Context: an optimization exercise on an open-source flow, tuned for small area. The choices shown serve that exercise and are no tape-out recipe. Function was checked by simulation only, so behaviour that the tests miss may differ from the original. Power figures rest on the tool's default switching activity, not on a simulated workload.

==> flow/design.v <==
module filt(
	input clk,
	input rst,
	input in_n,
	output out
	);
	reg [3:0] q;
	wire [3:0] c = q ^ 4'b0011;
	wire x = c[3] | c[2] | ~(c[1] | c[0]);
	assign out = c[3] & c[2] & c[1];
	always @(posedge clk)
		if (rst | in_n) q <= 4'b0011;
		else q <= {c[2:0], x} ^ 4'b0011;
endmodule
module mv #(parameter FWD = 1, parameter [11:0] OFF = 12'd220) (
	input clk,
	input rst,
	input go,
	input [1:0] sc,
	input [1:0] old_ph,
	input boundary,
	output reg [1:0] ph,
	output reg done
	);
	reg [6:0] counter;
	reg [11:0] mysteps;
	wire lt = sc[1] ? (mysteps < 12'd188) : sc[0] ? (mysteps < OFF) : (mysteps != 12'hfff);
	wire step = go && !boundary && !done && lt;
	always @(posedge clk) begin
		if (rst) counter <= 0;
		else if (step) counter <= counter + 7'd1;
	end
	always @(posedge clk) done <= go && (boundary || done || !lt);
	always @(posedge clk) begin
		if (!go) begin
			mysteps <= 0;
			ph <= old_ph;
		end
		else if (step && &counter) begin
			mysteps <= mysteps + 12'd1;
			ph <= FWD ? {ph[0], ~ph[1]} : {~ph[0], ph[1]};
		end
	end
endmodule
module mc #(parameter [11:0] OFF = 12'd220) (
	input clk,
	input rst,
	input go,
	input [1:0] sc,
	input b1,
	input b2,
	output [3:0] state,
	output reg done
	);
	reg [1:0] myph;
	reg [1:0] oph;
	reg gf, gb;
	wire en = gf | gb;  
	wire dir = sc[0];
	wire [1:0] phf, phb;
	wire df, db;
	assign state = en ? {~oph[0], ~oph[1], oph[0], oph[1]} : 4'b0000;
	always @(posedge clk) begin
		if (rst) begin
			myph <= 0;
			gf <= 0;
			gb <= 0;
		end
		else begin
			if (go) begin
				if (!dir) begin
					gf <= 1;
					myph <= phf;
				end
				else begin
					gb <= 1;
					myph <= phb;
				end
			end
			else begin
				gf <= 0;
				gb <= 0;
			end
		end
	end
	always @(posedge clk) done <= dir ? db : df;
	always @(posedge clk) if (go) oph <= myph;
	mv #(.FWD(1), .OFF(OFF)) f(.clk(clk), .rst(rst), .go(gf), .sc(sc), .old_ph(myph),
		.boundary(b1), .ph(phf), .done(df));
	mv #(.FWD(0), .OFF(OFF)) b(.clk(clk), .rst(rst), .go(gb), .sc(sc), .old_ph(myph),
		.boundary(b2), .ph(phb), .done(db));
endmodule
module Main(
	input CLOCK_50,
	input rst,
	input [3:0] KEY,
	input [5:0] SW,
	input [9:0] SENSOR_N,
	input [3:0] BOUNDARY_N,
	input UART_RXD,
	output UART_TXD,
	output [3:0] MOTOR_MAIN,
	output [3:0] MOTOR_MAGNET,
	output MAGNET_N,
	output [10:0] DISPLAY
	);
	wire clk = CLOCK_50;
	reg [3:0] posKEY;
	reg [3:0] edgeKEY;
	integer i;
	always @(posedge clk) begin
		if (rst) begin
			posKEY <= 4'b0000;
			edgeKEY <= 4'b0000;
		end
		else begin
			for (i = 0; i < 4; i = i + 1) begin
				if (!KEY[i] & !edgeKEY[i]) begin
					posKEY[i] <= 1;
					edgeKEY[i] <= 1;
				end
				else if (KEY[i]) edgeKEY[i] <= 0;
				else posKEY[i] <= 0;
			end
		end
	end
	wire [9:0] sensorData;
	wire [3:0] bnd;  
	genvar g;
	generate
		for (g = 0; g < 10; g = g + 1) begin : sf
			filt u(.clk(clk), .rst(rst), .in_n(SENSOR_N[g]), .out(sensorData[g]));
		end
		for (g = 0; g < 4; g = g + 1) begin : bf
			filt u(.clk(clk), .rst(rst), .in_n(BOUNDARY_N[g]), .out(bnd[g]));
		end
	endgenerate
	reg [12:0] racc;
	reg rtick;
	always @(posedge clk)
		if (rst) {rtick, racc} <= 14'd0;
		else {rtick, racc} <= {1'b0, racc} + 14'd151;
	reg [1:0] RxD_sync_inv;
	reg [1:0] RxD_cnt_inv;
	reg RxD_bit_inv;
	always @(posedge clk)
		if (rst) RxD_sync_inv <= 2'b00;
		else if (rtick) RxD_sync_inv <= {RxD_sync_inv[0], ~UART_RXD};
	always @(posedge clk)
		if (rst) begin
			RxD_cnt_inv <= 2'b00;
			RxD_bit_inv <= 1'b0;
		end
		else if (rtick) begin
			if (RxD_sync_inv[1] && RxD_cnt_inv != 2'b11) RxD_cnt_inv <= RxD_cnt_inv + 2'h1;
			else if (~RxD_sync_inv[1] && RxD_cnt_inv != 2'b00) RxD_cnt_inv <= RxD_cnt_inv - 2'h1;
			if (RxD_cnt_inv == 2'b00) RxD_bit_inv <= 1'b0;
			else if (RxD_cnt_inv == 2'b11) RxD_bit_inv <= 1'b1;
		end
	reg [6:0] rt;
	wire in_frame = (rt <= 7'd74);
	wire sample = rtick && in_frame && (rt[2:0] == 3'd2) && (rt[6:3] != 4'd0);
	always @(posedge clk)
		if (rst) rt <= 7'd79;
		else if (rt == 7'd79) begin
			if (rtick && RxD_bit_inv) rt <= 7'd0;
		end
		else if (rt >= 7'd75) rt <= rt + 7'd1;
		else if (rtick) rt <= (rt == 7'd74 && RxD_bit_inv) ? 7'd79 : rt + 7'd1;
	reg [7:0] rdata;
	always @(posedge clk)
		if (sample && rt != 7'd74) rdata <= {~RxD_bit_inv, rdata[7:1]};
	wire cv = (rt == 7'd77) || (rt == 7'd78);
	wire [1:0] top = rdata[7:6];
	wire [5:0] lo = rdata[5:0];
	wire c00 = cv & (top == 2'b00);
	wire c10 = cv & (top == 2'b10);
	wire c11 = cv & (top == 2'b11);
	wire mv_cmd = c00 & (lo[2:0] == 3'b000);
	wire [7:0] direction = mv_cmd ? (8'd1 << lo[5:3]) : 8'd0;
	wire cmd_reset = c00 & (lo == 6'b111111);
	wire cmd_hoff = c00 & (lo == 6'b111001);
	wire magnet_on = cv & (top == 2'b01) & lo[5];
	wire magnet_off = cv & (top == 2'b01) & ~lo[5];
	wire want_scan = c10 & (lo == 6'b111111);
	wire black_to_play = c10 & (lo == 6'b100001);
	wire white_to_play = c10 & (lo == 6'b100010);
	wire draw_offer = c10 & (lo[5:2] == 4'b1010);
	wire black_wins = c10 & (lo == 6'b000001);
	wire white_wins = c10 & (lo == 6'b000010);
	wire draw_game = c10 & (lo == 6'b000011);
	wire normal_wait = c11 & (lo == 6'b000000);
	wire player_must_jump = c11 & (lo == 6'b000001);
	wire more_jumps_available = c11 & (lo == 6'b000010);
	wire unrecoverable_error = c11 & (lo == 6'b111111);
	wire did_not_move = c11 & (lo == 6'b000011);
	reg magnet;
	assign MAGNET_N = magnet;
	always @(posedge clk)
		if (rst) magnet <= 1;
		else if (magnet_on) magnet <= 0;
		else if (magnet_off) magnet <= 1;
	reg black_play, white_play, draw_offered, black_win, white_win, draw;
	reg normal, must_jump, more_jumps, error, no_move;
	assign DISPLAY = {no_move, draw_offered, error, more_jumps, must_jump, normal,
	                  draw, white_win, black_win, white_play, black_play};
	always @(posedge clk) begin
		if (rst) begin
			black_play <= 0;
			white_play <= 0;
			draw_offered <= 0;
			black_win <= 0;
			white_win <= 0;
			draw <= 0;
			normal <= 0;
			must_jump <= 0;
			more_jumps <= 0;
			error <= 0;
			no_move <= 0;
		end
		else begin
			if (black_to_play) begin
				black_play <= 1;
				white_play <= 0;
			end
			if (white_to_play) begin
				black_play <= 0;
				white_play <= 1;
			end
			if (draw_offer) draw_offered <= 1;
			if (posKEY[1]) begin
				black_win <= 0;
				white_win <= 0;
				draw <= 0;
				draw_offered <= 0;
			end
			else begin
				if (black_wins) black_win <= 1;
				else if (white_wins) white_win <= 1;
				else if (draw_game) draw <= 1;
			end
			if (posKEY[0]) begin
				normal <= 0;
				must_jump <= 0;
				more_jumps <= 0;
				error <= 0;
				no_move <= 0;
				draw_offered <= 0;
			end
			else begin
				if (normal_wait) normal <= 1;
				if (player_must_jump) must_jump <= 1;
				if (more_jumps_available) more_jumps <= 1;
				if (unrecoverable_error) error <= 1;
				if (did_not_move) no_move <= 1;
			end
		end
	end
	wire scan_offset_move, scan_move;
	reg movement_done, reset_done, offset_done;
	reg go_main, go_magnet;
	reg [1:0] steps_main, steps_magnet;
	reg resetting, offsetting;
	wire done_main, done_magnet;
	always @(posedge clk) begin
		if (rst) begin
			movement_done <= 0;
			reset_done <= 0;
			offset_done <= 0;
			go_main <= 0;
			go_magnet <= 0;
			resetting <= 0;
			offsetting <= 0;
		end
		else begin
			if (resetting) reset_done <= (done_main && done_magnet);
			else if (offsetting) offset_done <= done_magnet;
			else if (go_main && go_magnet) movement_done <= (done_main && done_magnet);
			else if (go_main) movement_done <= done_main;
			else if (go_magnet) movement_done <= done_magnet;
			if (!go_main && !go_magnet) begin
				movement_done <= 0;
				reset_done <= 0;
				offset_done <= 0;
			end
			if (movement_done || reset_done || offset_done) begin
				go_main <= 0;
				go_magnet <= 0;
				resetting <= 0;
				offsetting <= 0;
			end
			else if (cmd_reset) begin
				go_main <= 1;
				go_magnet <= 1;
				resetting <= 1;
			end
			else if (scan_offset_move) begin
				go_main <= 1;
			end
			else if (scan_move) begin
				go_main <= 1;
			end
			else if (cmd_hoff) begin
				go_magnet <= 1;
				offsetting <= 1;
			end
			else if (direction[0]) begin  
				go_main <= 1;
			end
			else if (direction[4]) begin  
				go_main <= 1;
			end
			else if (direction[6]) begin  
				go_magnet <= 1;
			end
			else if (direction[2]) begin  
				go_magnet <= 1;
			end
			else if (direction[7]) begin  
				go_main <= 1;
				go_magnet <= 1;
			end
			else if (direction[5]) begin  
				go_main <= 1;
				go_magnet <= 1;
			end
			else if (direction[3]) begin  
				go_main <= 1;
				go_magnet <= 1;
			end
			else if (direction[1]) begin  
				go_main <= 1;
				go_magnet <= 1;
			end
		end
	end
	always @(posedge clk) begin
		if (!(movement_done || reset_done || offset_done)) begin
			if (cmd_reset) begin
				steps_main <= 2'b00;
				steps_magnet <= 2'b00;
			end
			else if (scan_offset_move) steps_main <= 2'b01;
			else if (scan_move) steps_main <= 2'b11;
			else if (cmd_hoff) steps_magnet <= 2'b01;
			else if (direction[0] | direction[4]) steps_main <= {1'b1, direction[4]};
			else if (direction[6] | direction[2]) steps_magnet <= {1'b1, direction[2]};
			else if (direction[7] | direction[5] | direction[3] | direction[1]) begin
				steps_main <= {1'b1, direction[5] | direction[3]};
				steps_magnet <= {1'b1, direction[3] | direction[1]};
			end
		end
	end
	mc #(.OFF(12'd220)) mainMotor(.clk(clk), .rst(rst), .go(go_main),
		.sc(steps_main), .b1(bnd[1]), .b2(bnd[0]), .state(MOTOR_MAIN), .done(done_main));
	mc #(.OFF(12'd83)) magnetMotor(.clk(clk), .rst(rst), .go(go_magnet),
		.sc(steps_magnet), .b1(bnd[3]), .b2(bnd[2]), .state(MOTOR_MAGNET), .done(done_magnet));
	reg scanning;
	reg [3:0] position;  
	reg begun_move, sending_move;
	reg sent_left, sent_right, sent_move;
	reg sending_scan_left, sending_scan_right;
	reg [4:0] pieces;
	reg begun_d;
	always @(posedge clk) begun_d <= begun_move;
	wire begun_first = begun_move & ~begun_d;
	assign scan_offset_move = begun_first & (position == 4'd0);
	assign scan_move = begun_first & (position != 4'd0);
	wire TxD_busy;
	always @(posedge clk) begin
		if (rst) begin
			scanning <= 0;
			begun_move <= 0;
			sending_move <= 0;
			sent_left <= 0;
			sent_right <= 0;
			sent_move <= 0;
			sending_scan_left <= 0;
			sending_scan_right <= 0;
		end
		else begin
			if (begun_move) begin
				if (movement_done) begin
					begun_move <= 0;
					sending_move <= 1;
				end
			end
			else if (TxD_busy) begin
				if (sending_move) begin
					sending_move <= 0;
					sent_move <= 1;
				end
				else if (sending_scan_left) begin
					sending_scan_left <= 0;
					sent_left <= 1;
				end
				else if (sending_scan_right) begin
					sending_scan_right <= 0;
					sent_right <= 1;
				end
			end
			else if (want_scan) begin
				scanning <= 1;
			end
			else if (scanning) begin
				if (position == 0) begin
					begun_move <= 1;
				end
				else if (sent_move) begin
					sent_move <= 0;
					sending_scan_left <= 1;
				end
				else if (sent_left) begin
					sent_left <= 0;
					sending_scan_right <= 1;
				end
				else if (sent_right) begin
					sent_right <= 0;
					if (position == 4'd10) scanning <= 0;
					else begin
						begun_move <= 1;
					end
				end
			end
		end
	end
	always @(posedge clk) begin
		if (begun_move) ;
		else if (TxD_busy) begin
			if (sending_move) position <= position + 4'd1;
		end
		else if (want_scan) position <= 4'd0;
		else if (scanning && position != 0) begin
			if (sent_move) pieces <= sensorData[4:0];
			else if (sent_left) pieces <= sensorData[9:5];
		end
	end
	reg data_start;
	wire ev = posKEY[0] | posKEY[3] | posKEY[2] | reset_done | offset_done |
	          movement_done | sending_scan_left | sending_scan_right | posKEY[1];
	always @(posedge clk)
		if (rst) data_start <= 0;
		else data_start <= ev;
	reg [7:0] dataStream;
	always @*
		if (posKEY[0]) dataStream = 8'b00000000;
		else if (posKEY[3]) dataStream = 8'b00010000;
		else if (posKEY[2]) dataStream = 8'b00100000;
		else if (reset_done) dataStream = 8'b01111111;
		else if (offset_done) dataStream = 8'b01111001;
		else if (movement_done) dataStream = {2'b01, rdata[5:3], 3'b000};
		else if (sending_scan_left) dataStream = {3'b101, pieces};
		else if (sending_scan_right) dataStream = {3'b100, pieces};
		else dataStream = {2'b11, SW[5:3], SW[2:0]};
	reg [15:0] tacc;
	reg ttick;
	reg [3:0] tstate;
	wire TxD_ready = (tstate == 4'd5);
	assign TxD_busy = ~TxD_ready;
	always @(posedge clk)
		if (rst) {ttick, tacc} <= 17'd0;
		else if (TxD_busy) {ttick, tacc} <= {1'b0, tacc} + 17'd151;
	wire tnext0 = (TxD_ready & ~data_start) | (ttick & tstate == 4'd1);
	reg [7:0] TxD_dataReg;
	always @(posedge clk)
		if (tnext0 & ev) TxD_dataReg <= dataStream;
	always @(posedge clk)
		if (rst) tstate <= 4'd5;
		else if (TxD_ready) begin
			if (data_start) tstate <= 4'd6;
		end
		else if (ttick) tstate <= (tstate == 4'd1) ? 4'd5 : tstate + 4'd1;
	wire muxbit = TxD_dataReg[tstate[2:0]];
	reg TxD;
	assign UART_TXD = TxD;
	always @(posedge clk)
		if (rst) TxD <= 1'b1;
		else TxD <= tstate[3] ? muxbit : (tstate != 4'd7);
endmodule
==> flow/flow/run.sh <==
#!/bin/bash
# Own layout flow: the standard synthesis, then the combinational logic is
# re-mapped by ABC with an area-oriented script (flip-flops are kept as they are,
# same cells and names), then the standard layout from floorplan on, with
# port buffers of the smallest buffer and a clock tree of small buffers without
# dummy loads.
set -euo pipefail
HERE=$(pwd)
R=$HERE/orfs/results/${FLOW_PLATFORM}/Main/base
LIB=$FLOW_HOME/platforms/${FLOW_PLATFORM}/lib/sky130_fd_sc_hd__tt_025C_1v80.lib
YOSYS=$FLOW_HOME/../tools/install/yosys/bin/yosys
export BUFFER_PORTS_ARGS="-buffer_cell sky130_fd_sc_hd__buf_1"
export CTS_ARGS="$(cat $HERE/flow/cts_args.txt)"

bash standard.sh synth > standard_synth.log 2>&1
cp $R/1_2_yosys.v $HERE/std_1_2_yosys.v

# Re-map with each ABC script in abc_scripts.txt (one per line), in parallel,
# and keep the smallest result.
remap() {
  local n=$1 script=$2
cat > $HERE/remap_$n.ys <<EOY
read_liberty -ignore_miss_func $LIB
read_verilog $HERE/std_1_2_yosys.v
hierarchy -top ${FLOW_TOP}
setattr -mod -set keep_hierarchy 1 sky130_fd_sc_hd__*df* sky130_fd_sc_hd__*dl* sky130_fd_sc_hd__conb_1
flatten
rename -hide w:_*_.*
select ${FLOW_TOP}
opt_clean
abc -liberty $LIB -dont_use sky130_fd_sc_hd__probe_p_8 -dont_use sky130_fd_sc_hd__probec_p_8 -dont_use sky130_fd_sc_hd__lpflow_bleeder_1 -dont_use sky130_fd_sc_hd__lpflow_clkbufkapwr_1 -dont_use sky130_fd_sc_hd__lpflow_clkbufkapwr_16 -dont_use sky130_fd_sc_hd__lpflow_clkbufkapwr_2 -dont_use sky130_fd_sc_hd__lpflow_clkbufkapwr_4 -dont_use sky130_fd_sc_hd__lpflow_clkbufkapwr_8 -dont_use sky130_fd_sc_hd__lpflow_clkinvkapwr_1 -dont_use sky130_fd_sc_hd__lpflow_clkinvkapwr_16 -dont_use sky130_fd_sc_hd__lpflow_clkinvkapwr_2 -dont_use sky130_fd_sc_hd__lpflow_clkinvkapwr_4 -dont_use sky130_fd_sc_hd__lpflow_clkinvkapwr_8 -dont_use sky130_fd_sc_hd__lpflow_decapkapwr_12 -dont_use sky130_fd_sc_hd__lpflow_decapkapwr_3 -dont_use sky130_fd_sc_hd__lpflow_decapkapwr_4 -dont_use sky130_fd_sc_hd__lpflow_decapkapwr_6 -dont_use sky130_fd_sc_hd__lpflow_decapkapwr_8 -dont_use sky130_fd_sc_hd__lpflow_inputiso0n_1 -dont_use sky130_fd_sc_hd__lpflow_inputiso0p_1 -dont_use sky130_fd_sc_hd__lpflow_inputiso1n_1 -dont_use sky130_fd_sc_hd__lpflow_inputiso1p_1 -dont_use sky130_fd_sc_hd__lpflow_inputisolatch_1 -dont_use sky130_fd_sc_hd__lpflow_isobufsrc_1 -dont_use sky130_fd_sc_hd__lpflow_isobufsrc_16 -dont_use sky130_fd_sc_hd__lpflow_isobufsrc_2 -dont_use sky130_fd_sc_hd__lpflow_isobufsrc_4 -dont_use sky130_fd_sc_hd__lpflow_isobufsrc_8 -dont_use sky130_fd_sc_hd__lpflow_isobufsrckapwr_16 -dont_use sky130_fd_sc_hd__lpflow_lsbuf_lh_hl_isowell_tap_1 -dont_use sky130_fd_sc_hd__lpflow_lsbuf_lh_hl_isowell_tap_2 -dont_use sky130_fd_sc_hd__lpflow_lsbuf_lh_hl_isowell_tap_4 -dont_use sky130_fd_sc_hd__lpflow_lsbuf_lh_isowell_4 -dont_use sky130_fd_sc_hd__lpflow_lsbuf_lh_isowell_tap_1 -dont_use sky130_fd_sc_hd__lpflow_lsbuf_lh_isowell_tap_2 -dont_use sky130_fd_sc_hd__lpflow_lsbuf_lh_isowell_tap_4  -script +$script
opt_clean
hilomap -singleton -hicell sky130_fd_sc_hd__conb_1 HI -locell sky130_fd_sc_hd__conb_1 LO
insbuf -buf sky130_fd_sc_hd__buf_4 A X
opt_clean -purge
rename -enumerate -pattern rm_%_
select -assert-none ${FLOW_TOP}/t:\$* ${FLOW_TOP}/t:\$scopeinfo %d
tee -o $HERE/remap_$n.stat stat -liberty $LIB
write_verilog -noattr -nohex -nodec -selected $HERE/remap_$n.v
EOY
  timeout 1200 $YOSYS -s $HERE/remap_$n.ys > $HERE/remap_$n.log 2>&1 || true
}
n=0
while IFS= read -r line; do
  [[ -z "$line" ]] && continue
  n=$((n+1))
  remap $n "$line" &
done < $HERE/flow/abc_scripts.txt
wait
best=""; bestarea=""
for f in $HERE/remap_*.stat; do
  a=$(grep -o "Chip area for module.*: [0-9.]*" $f | awk '{print $NF}')
  [[ -z "$a" ]] && continue
  v=${f%.stat}.v
  [[ -s $v ]] || continue
  if [[ -z "$best" ]] || awk -v x=$a -v y=$bestarea 'BEGIN{exit !(x<y)}'; then best=$v; bestarea=$a; fi
done
echo "picked $best ($bestarea)" > $HERE/remap_pick.txt
cp $best $HERE/remap_1_2_yosys.v
cp $HERE/remap_1_2_yosys.v $R/1_2_yosys.v
rm -f $R/1_synth.odb $R/1_synth.sdc
bash standard.sh > standard.log 2>&1
==> flow/flow/abc_scripts.txt <==
strash;&get,-n;&fraig,-x;&put;dc2;dc2;dc2;strash;&get,-n;&dch,-f;&nf,-R,1000;&put
strash;&get,-n;&fraig,-x;&put;dc2;dc2;dc2;strash;&get,-n;&deepsyn,-T,40;&dch,-f;&nf,-R,1000;&put
strash;&get,-n;&fraig,-x;&put;dc2;dc2;dc2;strash;&get,-n;&deepsyn,-T,40,-S,3;&dch,-f;&nf,-R,1000;&put;strash;&get,-n;&deepsyn,-T,20,-S,5;&dch,-f;&nf,-R,1000;&put
strash;&get,-n;&fraig,-x;&put;dc2;dc2;dc2;strash;&get,-n;&deepsyn,-T,40,-S,42;&put;dc2;strash;&get,-n;&dch,-f;&nf,-R,1000;&put
==> flow/flow/cts_args.txt <==
-sink_clustering_enable -repair_clock_nets -dont_use_dummy_load -buf_list sky130_fd_sc_hd__clkbuf_4 -sink_clustering_size 10 -sink_clustering_max_diameter 50
==> flow/standard.sh <==
#!/bin/bash
# synth_recipe.tcl (not shown) runs the flow's synth.tcl, then flattens the netlist and writes it again
# the make line also repeats each setting of config.mk as NAME=value (left out here)
make -C /OpenROAD-flow-scripts/flow DESIGN_CONFIG=/design/flow/config.mk WORK_HOME=/design/flow/orfs CLKGATE_MAP_FILE= SYNTH_SCRIPT=/design/flow/synth_recipe.tcl "${@:-finish}"
==> flow/config.mk <==
export PLATFORM = sky130hd
export DESIGN_NAME = Main
export DESIGN_NICKNAME = Main
export VERILOG_FILES = /design/flow/design.v
export SDC_FILE = /design/flow/constraint.sdc
export NUM_CORES = 4
export LEC_CHECK = 0
export CAP_MARGIN = 20
export CORE_MARGIN = 2
export CORE_UTILIZATION = 65
export SLEW_MARGIN = 20
==> flow/constraint.sdc <==
create_clock -name core_clock -period 20.0 [get_ports {CLOCK_50}]
set_input_delay 4.0000 -clock core_clock [delete_from_list [all_inputs] [get_ports {CLOCK_50}]]
set_output_delay 4.0000 -clock core_clock [all_outputs]
set_load 0.01 [all_outputs]
==> reports/results.txt, run 1 <==
Hold buffers post-CTS: 0
Sw frac: 0.2401
Max clock buf depth: 3
Fmax: 169.4 MHz
Initial antenna violation count: 1
Status: complete, no violations
Crit end category: output port
# IOs: 48
Clock Latency Late Sink: 0.65 ns
Largest net degree at the start of global routing: 100
CTS tree: done
Gr usage total: 0.2207
Crit path DAT: 1.90 ns
Cell chain of the critical path: nor2_1 -> nor2b_1 -> buf_1
Syn Area/Cell: 9.587 um2
Psw: 0.0002132 W
DIE AREA: 16600 um2
CP max stage delay: 0.78 ns
Root buf cell: clkbuf_4
Die W: 128.9 um
Initial core utilization: 0.6666
Floorplan core area: 15200 um2
Period utilization: 0.2952
Height of the chip: 128.9 um
DR vias: 7704
Worst-path fanout max: 21
Hold/Removal Path Class: reg2reg
Worst r2r src: magnetMotor.b.mysteps[0]$_SDFFE_PN0P_
WHS Endpoint: sf[9].u.q[2]$_SDFF_PP0_
Row Count: 45
Port buffer count: 47
R2R Setup Slk: 16.06 ns
RR Endpoint: magnetMotor.b.mysteps[10]$_SDFFE_PN0P_
Clock power frac: 0.255
Slew headroom: 0.3838
Util after Layout: 0.7053
Clock-pin slew of the registers on the worst-case setup and hold paths: 0.11 ns
Layout net count: 1155
PwrDens: 82.83 nW/um2
Placer Congestion: 0.8141
Final Routed Wirelength: 18.14 mm
Syn Inst Count: 1057
Buffers and inverters on the worst path: 1
Final setup margin: 14.10 ns
Sequential power share: 0.665
Starting DRT DRC Count: 526
Combinational cell fraction of total power: 0.080
Period minus WS final: 5.905 ns
Worst slew pin tran: 0.9243 ns
First-pass GRT wire length: 30.91 mm
Min-delay src: sf[9].u.q[1]$_SDFF_PP1_
Internal power: 0.0006748 W
Total gr overflow: 0
Final Hold Fails: 0
Via density: 5.859
H-tree depth: 1
CP max stage cell: dfxtp_1
Max Cap Viol: 0
Reg2Reg Depth: 15
Total CTS buffers: 31
CP Launch Type: flop
Area after DPL: 10480 um2
Leakage power: 3.956 nW
Worst EP required: 16.00 ns
Setup-failing EPs final: 0
Setup WS pre-CTS: 13.92 ns
Final non-filler cell area: 10720 um2
Layout cells sized above 1: 0.03108
Post-detail-place hpwl: 12.26 mm
Final Skew: 0.02918 ns
Vias in the first global route: 6860
Yosys warns: 8
Slew Limit Fails: 0
Setup CP Type: reg2out
Post-Syn Area: 10130 um2
Delay-heaviest family, CP: flip-flops
Number of gates given a new drive strength after cts: 0
Drt first pass iters: 5
Syn_nets: 1084
Routed wire length per instance: 13.80 um
DR DRC count: 0
Post-DRT Antenna Nets: 0
Fillers: 1245
RSZ-0062 raised after global routing: no
Post-CTS Setup Inserts: 0
Clk sinks: 272
Worst VDD drop: 0.05645 mV
Hold depth: 1
Area growth syn-to-layout: 5.803%
Setup tns final: 0 ns
power by group through the flow:
stage | Sequential, W | Combinational [W] | Clock [W]
floorplan | 0.000599 | 0.0000514 | 0
global route | 0.000594 | 0.0000827 | 0.000257
finish | 0.000590 | 0.0000714 | 0.000226
detailed placement | 0.000602 | 0.0000714 | 0
CTS | 0.000590 | 0.0000714 | 0.000238
global placement | 0.000602 | 0.0000690 | 0
metrics by stage:
step | std cells | power, W | hold WS [ns]
after floorplan | 1057 | 0.0006504 | 0.4064
after global routing | 1315 | 0.0009337 | 0.4548
final | 1315 | 0.0008880 | 0.4347
after detailed placement | 1283 | 0.0006738 | 0.4201
after CTS | 1314 | 0.0008996 | 0.4443
after global placement | 1283 | 0.0006712 | 0.4149
area by class of cell:
class | count | area, um2 | area share
sequential | 272 | 5856 | 0.5462
clock buffer | 31 | 232.7 | 0.02171
tap | 188 | 235.2 | 0.02194
multi-input combinational | 754 | 4125 | 0.3848
inverter | 20 | 75.07 | 0.007002
antenna | 1 | 2.502 | 0.0002334
timing repair buffer | 49 | 195.2 | 0.01821
worst max-delay path by stage:
stage	from	end	slack [ns]	cells past startpoint
finish	magnetMotor.gb$_SDFFE_PP0P_	MOTOR_MAGNET[0]	14.10	3
floorplan	magnetMotor.gb$_SDFFE_PP0P_	MOTOR_MAGNET[0]	15.08	2
global placement	rst	magnetMotor.myph[0]$_SDFFE_PP0P_	13.91	6
detailed placement	rst	magnetMotor.myph[0]$_SDFFE_PP0P_	13.92	6
global route	magnetMotor.gb$_SDFFE_PP0P_	MOTOR_MAGNET[0]	13.88	3
CTS	magnetMotor.gb$_SDFFE_PP0P_	MOTOR_MAGNET[0]	14.04	3
state kept, by name, summed over array words and instances (netlist names), 8 cells and up:
name and flops:
mainMotor.f.mysteps 12, tacc 16, mainMotor.b.mysteps 12, bf.u.q 16, sf.u.q 40, racc 13, rdata 8, magnetMotor.f.mysteps 12
TxD_dataReg 8, magnetMotor.b.mysteps 12
placed cells by master (no fill, tap or decap), types with 19 or more instances in the layout:
cell	n
nor3_1	94
dfxtp_1	231
a211oi_1	21
nor2_1	138
o21ai_0	61
a21oi_1	103
and2_0	26
clkbuf_4	32
nand2_1	43
and3_1	46
nand3_1	27
clkinv_1	20
edfxtp_1	41
buf_1	46
nor3b_1	19
or3_1	33
layer usage:
metal | global-route usage | vias up | wire [um]
met4 | 0.05435 | 0 | 259
li1 | - | 4011 | -
met2 | 0.3554 | 126 | 8176
met1 | 0.3076 | 3544 | 8897
met5 | 0 | - | 0
met3 | 0.04657 | 23 | 811
==> run 2: changes to the inputs <==
--- a/flow/flow/run.sh
+++ b/flow/flow/run.sh
@@ -45,6 +45,7 @@
   [[ -z "$line" ]] && continue
   n=$((n+1))
   remap $n "$line" &
+  if (( n % ${NUM_CORES:-4} == 0 )); then wait; fi
 done < $HERE/flow/abc_scripts.txt
 wait
 best=""; bestarea=""
==> flow/flow/abc_scripts.txt (replaced) <==
strash;&get,-n;&fraig,-x;&put;dc2;dc2;dc2;strash;&get,-n;&dch,-f;&nf,-R,1000;&put
strash;&get,-n;&fraig,-x;&put;dc2;dc2;dc2;strash;&get,-n;&deepsyn,-T,40,-S,42;&put;dc2;strash;&get,-n;&dch,-f;&nf,-R,1000,-F,10,-A,4;&put
strash;&get,-n;&fraig,-x;&put;dc2;dc2;dc2;strash;&get,-n;&deepsyn,-T,40,-S,7;&put;dc2;strash;&get,-n;&dch,-f;&nf,-R,1000,-F,10,-A,4;&put
strash;&get,-n;&fraig,-x;&put;dc2;dc2;dc2;strash;&get,-n;&deepsyn,-T,40,-S,3;&put;dc2;strash;&get,-n;&dch,-f;&nf,-R,1000,-F,10,-A,4;&put
strash;&get,-n;&fraig,-x;&put;dc2;dc2;dc2;strash;&get,-n;&deepsyn,-T,40,-S,11;&put;dc2;strash;&get,-n;&dch,-f;&nf,-R,1000;&put
strash;&get,-n;&fraig,-x;&put;dc2;dc2;dc2;strash;&get,-n;&deepsyn,-T,40,-S,42;&put;dc2;strash;&get,-n;&dch,-f;&nf,-R,1000;&put
strash;&get,-n;&fraig,-x;&put;dc2;dc2;dc2;strash;&get,-n;&deepsyn,-T,40;&dch,-f;&nf,-R,1000;&put
strash;&get,-n;&fraig,-x;&put;dc2;dc2;dc2;strash;&get,-n;&deepsyn,-T,40,-S,5;&put;dc2;strash;&get,-n;&dch,-f;&nf,-R,1000,-F,10,-A,4;&put
--- a/flow/config.mk
+++ b/flow/config.mk
@@ -7,5 +7,5 @@
 export LEC_CHECK = 0
 export CAP_MARGIN = 20
 export CORE_MARGIN = 2
-export CORE_UTILIZATION = 65
+export CORE_UTILIZATION = 90
 export SLEW_MARGIN = 20
==> reports/results.txt, run 2 <==
Status: did not finish
Stage where the run ended: 3_1_place_gp_skip_io
First Err: [ERROR GPL-0301] Utilization 103.773 % exceeds 100%.
Height of the chip: 109.7 um
Syn_nets: 1080
Syn Inst Count: 1053
Yosys warns: 8
Row Count: 38
Syn Area/Cell: 9.553 um2
Post-Syn Area: 10060 um2
Die W: 109.7 um
Initial core utilization: 0.9239
==> run 3: changes to the inputs <==
--- a/flow/config.mk
+++ b/flow/config.mk
@@ -7,5 +7,5 @@
 export LEC_CHECK = 0
 export CAP_MARGIN = 20
 export CORE_MARGIN = 2
-export CORE_UTILIZATION = 90
+export CORE_UTILIZATION = 65
 export SLEW_MARGIN = 20
==> reports/results.txt, run 3 <==
CP startpoint: magnetMotor.gb$_SDFFE_PP0P_
Setup tns final: 0 ns
# IOs: 48
H-tree depth: 1
Internal power: 0.0006658 W
Sw frac: 0.2390
Die W: 128.3 um
Via density: 5.894
Reg area: 5856 um2
Drt first pass iters: 4
RR Endpoint: magnetMotor.b.mysteps[10]$_SDFFE_PN0P_
Status: complete, no violations
Worst slew pin tran: 0.8279 ns
Slew Limit Fails: 0
Commonest cells after routing, fill and taps aside: dfxtp_1, nor2_1, a21oi_1
Max Cap Viol: 0
CP Launch Type: flop
Sequential power share: 0.668
Psw: 0.0002091 W
Worst-path fanout max: 21
Period minus WS final: 5.940 ns
Clock-pin slew of the registers on the worst-case setup and hold paths: 0.11 ns
Final Routed Wirelength: 18.93 mm
Syn_nets: 1071
Post-CTS Setup Inserts: 0
Max FFs per register: 40
Gr usage total: 0.2276
Final Skew: 0.05416 ns
Crit end category: output port
Worst VDD drop: 0.07538 mV
Port buffer count: 47
Clock Latency Late Sink: 0.66 ns
CTS tree: done
Crit path DAT: 1.94 ns
Row Count: 45
Layout cells sized above 1: 0.03232
Yosys warns: 8
Hold depth: 1
Syn Inst Count: 1044
First-pass GRT wire length: 31.43 mm
Floorplan core area: 15150 um2
Fillers: 1202
Initial core utilization: 0.6631
Hold buffers post-CTS: 0
DR vias: 7680
Worst EP required: 16.00 ns
Clock power frac: 0.264
Fmax: 168.3 MHz
Initial antenna violation count: 1
WHS Endpoint: bf[2].u.q[1]$_SDFF_PP1_
Commonest non-fill, non-tap cell in the layout: dfxtp_1
Area growth syn-to-layout: 5.930%
Combinational cell fraction of total power: 0.069
Min-delay src: bf[2].u.q[0]$_SDFF_PP1_
Root buf cell: clkbuf_4
Routed wire length per instance: 14.53 um
Max clock buf depth: 3
Final Hold Fails: 0
Total CTS buffers: 31
Placer Congestion: 0.7672
PwrDens: 82.24 nW/um2
Final hold slack: 0.4385 ns
R2R Setup Slk: 16.06 ns
Post-detail-place hpwl: 12.85 mm
Post-DRT Antenna Nets: 0
RSZ-0062 raised after global routing: no
Total gr overflow: 0
Largest net degree at the start of global routing: 75
Vias in the first global route: 7148
Hold/Removal Path Class: reg2reg
Syn Area/Cell: 9.620 um2
Height of the chip: 128.3 um
DR DRC count: 0
Clk sinks: 272
Multi-input logic area: 4043 um2
Slew headroom: 0.4338
Starting DRT DRC Count: 404
Reg2Reg Depth: 17
Number of gates given a new drive strength after cts: 0
Post-Syn Area: 10040 um2
Worst r2r src: magnetMotor.b.mysteps[0]$_SDFFE_PN0P_
Largest Register: sf.u.q
Setup-failing EPs final: 0
DIE AREA: 16460 um2
Leakage power: 3.898 nW
Layout net count: 1143
Period utilization: 0.2970
Setup CP Type: reg2out
run 3: final cells by class:
type | count | share of cell area
sequential | 272 | 0.5504
multi-input combinational | 743 | 0.3800
tap | 188 | 0.02211
clock buffer | 31 | 0.02187
timing repair buffer | 50 | 0.01905
inverter | 18 | 0.006351
antenna | 1 | 0.0002352
run 3: worst max path at each step:
| stage | end | cells after the start |
|---|---|---|
| final | MOTOR_MAGNET[0] | 3 |
| after global routing | MOTOR_MAGNET[0] | 3 |
| after CTS | MOTOR_MAGNET[0] | 3 |
| after detailed placement | RxD_cnt_inv[0]$_SDFFE_PP0P_ | 5 |
| after global placement | RxD_cnt_inv[0]$_SDFFE_PP0P_ | 5 |
| after floorplan | magnetMotor.myph[1]$_SDFFE_PP0P_ | 5 |
run 3: per-stage QoR:
| step | util | setup slack [ns] | instances | power [W] | area, um2 |
|---|---|---|---|---|---|
| 6_report | 0.7024 | 14.06 | 1303 | 0.0008750 | 10640 |
| 5_1_grt | 0.7024 | 13.89 | 1303 | 0.0009168 | 10640 |
| 3_5_place_dp | 0.6866 | 14.07 | 1271 | 0.0006555 | 10400 |
| 2_1_floorplan | - | 14.92 | 1044 | 0.0006346 | 10040 |
| 4_1_cts | 0.7019 | 14.01 | 1302 | 0.0008847 | 10630 |
| 3_3_place_gp | 0.6866 | 14.11 | 1271 | 0.0006525 | 10400 |
run 3: critical path: stages, from the launching register on:
cell     delay (ns)
dfxtp_1        0.76
nor2_1         0.20
nor2b_1        0.17
buf_1          0.16
run 3: power groups by stage:
stage | registers, W | clock network [W] | logic [W]
2_1_floorplan | 0.000593 | 0 | 0.0000419
3_3_place_gp | 0.000595 | 0 | 0.0000570
3_5_place_dp | 0.000596 | 0 | 0.0000594
4_1_cts | 0.000584 | 0.000241 | 0.0000599
5_1_grt | 0.000586 | 0.000263 | 0.0000680
6_report | 0.000584 | 0.000231 | 0.0000601
run 3: layer usage:
layer | part of all wire | track usage | vias up
met5 | 0 | 0 | -
met4 | 0.019 | 0.05882 | 0
met3 | 0.037 | 0.04257 | 29
met2 | 0.46 | 0.3867 | 117
met1 | 0.48 | 0.3021 | 3566
li1 | - | - | 3968
==> run 4: changes to the inputs <==
--- a/flow/config.mk
+++ b/flow/config.mk
@@ -7,5 +7,5 @@
 export LEC_CHECK = 0
 export CAP_MARGIN = 20
 export CORE_MARGIN = 2
-export CORE_UTILIZATION = 65
+export CORE_UTILIZATION = 80
 export SLEW_MARGIN = 20
==> reports/results.txt, run 4 <==
Clock Latency Late Sink: 0.65 ns
Starting DRT DRC Count: 714
Initial core utilization: 0.8272
Max FFs per register: 40
Worst slew pin tran: 1.009 ns
Slew headroom: 0.3235
Setup tns final: 0 ns
Crit path DAT: 2.00 ns
Final setup margin: 14.00 ns
Largest Register: sf.u.q
PwrDens: 82.25 nW/um2
Hold buffers post-CTS: 0
Reg2Reg Depth: 18
Layout net count: 1150
Internal power: 0.0006651 W
DIE AREA: 13490 um2
Reg area: 5856 um2
Psw: 0.0002078 W
DR vias: 8109
RR Endpoint: tacc[15]$_SDFFE_PP0N_
Clk sinks: 272
Commonest non-fill, non-tap cell in the layout: dfxtp_1
Floorplan core area: 12160 um2
Period utilization: 0.2998
Clock power frac: 0.265
Setup CP Type: reg2out
# placed instances: 1258
Initial antenna violation count: 0
Worst r2r src: tstate[0]$_SDFFE_PP1P_
Post-DRT Antenna Nets: 0
CP startpoint: magnetMotor.gb$_SDFFE_PP0P_
Hold/Removal Path Class: reg2reg
Sequential power share: 0.669
Post-CTS Setup Inserts: 0
Worst-path fanout max: 20
DR DRC count: 0
WHS Endpoint: sf[9].u.q[1]$_SDFF_PP1_
Root buf cell: clkbuf_4
Routed wire length per instance: 16.06 um
Fillers: 694
Sw frac: 0.2381
Placer Congestion: 0.8460
CP Launch Type: flop
Row Count: 40
Period minus WS final: 5.995 ns
Setup WS pre-CTS: 13.61 ns
Port buffer count: 47
Worst VDD drop: 0.08417 mV
H-tree depth: 1
Combinational cell fraction of total power: 0.066
Max Cap Viol: 0
Final Routed Wirelength: 20.70 mm
Total gr overflow: 0
# IOs: 48
Max clock buf depth: 3
Hold depth: 1
Gr usage total: 0.3102
Fmax: 166.8 MHz
Height of the chip: 116.1 um
Number of gates given a new drive strength after cts: 0
Post-detail-place hpwl: 14.07 mm
R2R Setup Slk: 15.72 ns
Slew Limit Fails: 0
Commonest cells after routing, fill and taps aside: dfxtp_1, nor2_1, a21oi_1
Syn Inst Count: 1053
Syn_nets: 1080
Syn Area/Cell: 9.553 um2
Leakage power: 3.880 nW
Crit end category: output port
Via density: 6.291
Post-Syn Area: 10060 um2
Final Hold Fails: 0
Status: complete, no violations
CTS tree: done
First-pass GRT wire length: 33.97 mm
Die W: 116.1 um
RSZ-0062 raised after global routing: no
Vias in the first global route: 7637
Layout cells sized above 1: 0.03122
Clock-pin slew of the registers on the worst-case setup and hold paths: 0.11 ns
Min-delay src: sf[9].u.q[0]$_SDFF_PP1_
Yosys warns: 8
Final Skew: 0.04549 ns
Multi-input logic area: 4048 um2
Setup-failing EPs final: 0
N_diodes: 0
Worst EP required: 16.00 ns
Drt first pass iters: 6
Total CTS buffers: 31
Non-filler cells, final: 1289
Largest net degree at the start of global routing: 68
Area growth syn-to-layout: 5.498%
run 4: worst max-delay path by stage:
| stage | to | slack [ns] |
|---|---|---|
| floorplan | tstate[2]$_SDFFE_PP1P_ | 14.93 |
| CTS | MOTOR_MAGNET[1] | 13.97 |
| global placement | tstate[3]$_SDFFE_PP0P_ | 13.62 |
| global route | MOTOR_MAGNET[1] | 13.83 |
| detailed placement | tstate[3]$_SDFFE_PP0P_ | 13.61 |
| finish | MOTOR_MAGNET[3] | 14.00 |
run 4: critical path, cell delays in order (launching register included):
cell and delay, ns:
dfxtp_1 0.80, nor2_1 0.21, nor2_1 0.15, buf_1 0.16
run 4: power by group through the flow:
stage               Clock (W)  Combinational, W  Sequential, W
finish               0.000231         0.0000579       0.000584
global route         0.000252         0.0000648       0.000586
CTS                  0.000234         0.0000568       0.000584
detailed placement          0         0.0000561       0.000596
global placement            0         0.0000521       0.000595
floorplan                   0         0.0000394       0.000593
run 4: metrics by stage:
step           area (um2)  hold slack (ns)  total power [W]  utilization
6_report            10610           0.4019        0.0008729       0.8726
5_1_grt             10610           0.4381        0.0009031       0.8726
4_1_cts             10610           0.4051        0.0008746       0.8722
3_5_place_dp        10380           0.4222        0.0006522       0.8531
3_3_place_gp        10380           0.4133        0.0006472       0.8531
2_1_floorplan       10060           0.4064        0.0006322            -
run 4: area by class of cell:
cell class | count | area share
Inverter | 21 | 0.007427
Clock buffer | 31 | 0.02193
Multi-Input combinational cell | 749 | 0.3814
Tap cell | 168 | 0.01981
Sequential cell | 272 | 0.5518
Timing Repair Buffer | 48 | 0.01768
run 4: layer usage:
metal | share of wire | GRT usage
met5 | 0 | 0
met4 | 0.019 | 0.09603
met3 | 0.048 | 0.04619
met2 | 0.50 | 0.5505
met1 | 0.44 | 0.3960
==> run 5: changes to the inputs <==
--- a/flow/design.v
+++ b/flow/design.v
@@ -1,6 +1,5 @@
 module filt(
 	input clk,
-	input rst,
 	input in_n,
 	output out
 	);
@@ -9,7 +8,7 @@
 	wire x = c[3] | c[2] | ~(c[1] | c[0]);
 	assign out = c[3] & c[2] & c[1];
 	always @(posedge clk)
-		if (rst | in_n) q <= 4'b0011;
+		if (in_n) q <= 4'b0011;
 		else q <= {c[2:0], x} ^ 4'b0011;
 endmodule
 module mv #(parameter FWD = 1, parameter [11:0] OFF = 12'd220) (
@@ -129,10 +128,10 @@
 	genvar g;
 	generate
 		for (g = 0; g < 10; g = g + 1) begin : sf
-			filt u(.clk(clk), .rst(rst), .in_n(SENSOR_N[g]), .out(sensorData[g]));
+			filt u(.clk(clk), .in_n(SENSOR_N[g]), .out(sensorData[g]));
 		end
 		for (g = 0; g < 4; g = g + 1) begin : bf
-			filt u(.clk(clk), .rst(rst), .in_n(BOUNDARY_N[g]), .out(bnd[g]));
+			filt u(.clk(clk), .in_n(BOUNDARY_N[g]), .out(bnd[g]));
 		end
 	endgenerate
 	reg [12:0] racc;
--- a/flow/config.mk
+++ b/flow/config.mk
@@ -7,5 +7,5 @@
 export LEC_CHECK = 0
 export CAP_MARGIN = 20
 export CORE_MARGIN = 2
-export CORE_UTILIZATION = 80
+export CORE_UTILIZATION = 65
 export SLEW_MARGIN = 20
==> reports/results.txt, run 5 <==
Status: complete, no violations
Routed wire length per instance: 13.37 um
Starting DRT DRC Count: 357
Hold buffers post-CTS: 0
WHS Endpoint: sf[1].u.q[2]$_SDFF_PP0_
DR vias: 7441
Max FFs per register: 40
Period minus WS final: 5.957 ns
Area growth syn-to-layout: 5.807%
Floorplan core area: 15090 um2
Max Cap Viol: 0
Worst slew pin tran: 1.101 ns
Final Routed Wirelength: 17.37 mm
Worst-path fanout max: 20
Post-detail-place hpwl: 11.90 mm
CP Launch Type: flop
# placed instances: 1267
Commonest non-fill, non-tap cell in the layout: dfxtp_1
Drt first pass iters: 5
Fillers: 1259
Initial antenna violation count: 1
Crit end category: output port
Hold/Removal Path Class: reg2reg
Leakage power: 3.868 nW
Slew headroom: 0.2617
Post-DRT Antenna Nets: 0
Port buffer count: 47
Initial core utilization: 0.6625
Hold depth: 1
Worst r2r src: tstate[0]$_SDFFE_PP1P_
Layout net count: 1139
H-tree depth: 1
# IOs: 48
Placer Congestion: 0.7808
Met1 Use GR: 0.2852
Final Skew: 0.03255 ns
Slew Limit Fails: 0
R2R Setup Slk: 16.15 ns
Min-delay src: sf[1].u.q[1]$_SDFF_PP1_
Most Crowded Layer GR: met2
Total CTS buffers: 31
Setup tns final: 0 ns
Gr usage total: 0.2151
CTS tree: done
Clk sinks: 272
Largest net degree at the start of global routing: 60
Reg area: 5856 um2
Syn Area/Cell: 9.594 um2
Post-CTS Setup Inserts: 0
Fmax: 167.9 MHz
Die W: 128.0 um
Via density: 5.728
Layout cells sized above 1: 0.03153
Root buf cell: clkbuf_4
Post-Syn Area: 9997 um2
Worst VDD drop: 0.06024 mV
Max clock buf depth: 3
Worst EP required: 16.00 ns
Yosys warns: 8
Setup WS pre-CTS: 14.12 ns
Clock Latency Late Sink: 0.67 ns
Period utilization: 0.2979
Total gr overflow: 0
Setup CP Type: reg2out
Vias in the first global route: 6814
PwrDens: 84.28 nW/um2
Row Count: 45
Multi-input logic area: 3989 um2
M3 GR Usage: 0.03965
CP startpoint: mainMotor.gb$_SDFFE_PP0P_
Reg2Reg Depth: 16
Syn_nets: 1069
Non-filler cells, final: 1299
Number of gates given a new drive strength after cts: 0
Commonest cells after routing, fill and taps aside: dfxtp_1, nor2_1, a21oi_1
Largest Register: sf.u.q
Final Hold Fails: 0
Syn Inst Count: 1042
DR DRC count: 0
M2 GR Usage: 0.3643
First-pass GRT wire length: 29.81 mm
DIE AREA: 16390 um2
Height of the chip: 128.0 um
RR Endpoint: tacc[15]$_SDFFE_PP0N_
Clock-pin slew of the registers on the worst-case setup and hold paths: 0.11 ns
RSZ-0062 raised after global routing: no
Setup-failing EPs final: 0
Final setup margin: 14.04 ns
Crit path DAT: 1.96 ns
## run 5: power breakdown
part           total [W]  leakage, nW  switching (W)  internal, W
clock           0.000229        0.143       0.000158    0.0000710
sequential      0.000594         2.29      0.0000160     0.000578
combinational  0.0000686         1.43      0.0000398    0.0000288
## run 5: worst max path at each step
stage | to | slack (ns) | depth (start not counted)
CTS | MOTOR_MAIN[0] | 13.98 | 3
global placement | magnetMotor.myph[0]$_SDFFE_PP0P_ | 14.13 | 6
finish | MOTOR_MAIN[1] | 14.04 | 3
detailed placement | mainMotor.myph[0]$_SDFFE_PP0P_ | 14.12 | 6
floorplan | MOTOR_MAIN[0] | 15.07 | 2
global route | MOTOR_MAIN[1] | 13.86 | 3
## run 5: layout make-up
class / count / share of cell area
tap: 188 / 0.02224
sequential: 272 / 0.5536
inverter: 20 / 0.007097
timing repair buffer: 48 / 0.01774
multi-input combinational: 739 / 0.3771
clock buffer: 31 / 0.02200
antenna: 1 / 0.0002366
## run 5: per-stage QoR
stage	util	total power (W)	cell area, um2	hold slack [ns]
5_1_grt	0.7010	0.0009392	10580	0.4478
2_1_floorplan	-	0.0006542	9997	0.3933
6_report	0.7010	0.0008915	10580	0.4295
3_5_place_dp	0.6851	0.0006747	10340	0.4127
4_1_cts	0.7005	0.0009019	10570	0.4353
3_3_place_gp	0.6851	0.0006727	10340	0.4083
## run 5: routing by layer
metal / wire length, um / up-vias
li1: - / 3873
met1: 8661 / 3406
met2: 7709 / 126
met3: 626 / 36
met4: 374 / 0
met5: 0 / -
## run 5: critical path, stage by stage (launching register included)
cell and delay (ns):
dfxtp_1 0.78, nor2_1 0.20, nor2b_1 0.15, buf_1 0.16

what the ideal ports hide:
The results above use ideal ports. As a check the final layouts listed here were re-extracted and re-timed, cells and wires unchanged. Step 1 sets driving cells, clkbuf_16 on the clock port and buf_2 on the other inputs (assumed; they add their load-dependent delay and slew). Step 2 also shifts input and output timing later by t, the mid clock arrival at the registers, as if the neighbouring blocks saw the same clock. a / b / c = ideal / step 1 / step 2; a / b = the first two.
run | t (ns) | setup slack, ns | clock arrival spread, ns | worst register clock-pin slew, ns
run 1 | 0.679 | 14.095 / 14.057 / 13.937 | 0.044 / 0.045 | 0.11 / 0.11
run 3 | 0.676 | 14.060 / 14.023 / 14.098 | 0.058 / 0.058 | 0.11 / 0.11
run 4 | 0.676 | 14.005 / 13.968 / 13.572 | 0.072 / 0.072 | 0.11 / 0.11
run 5 | 0.696 | 14.043 / 14.005 / 14.143 | 0.032 / 0.033 | 0.11 / 0.11
After both steps every run listed still meets setup and hold. The setup slack of run 4, which loses most, moves by -0.037 ns with the drivers and by -0.433 ns with both steps.
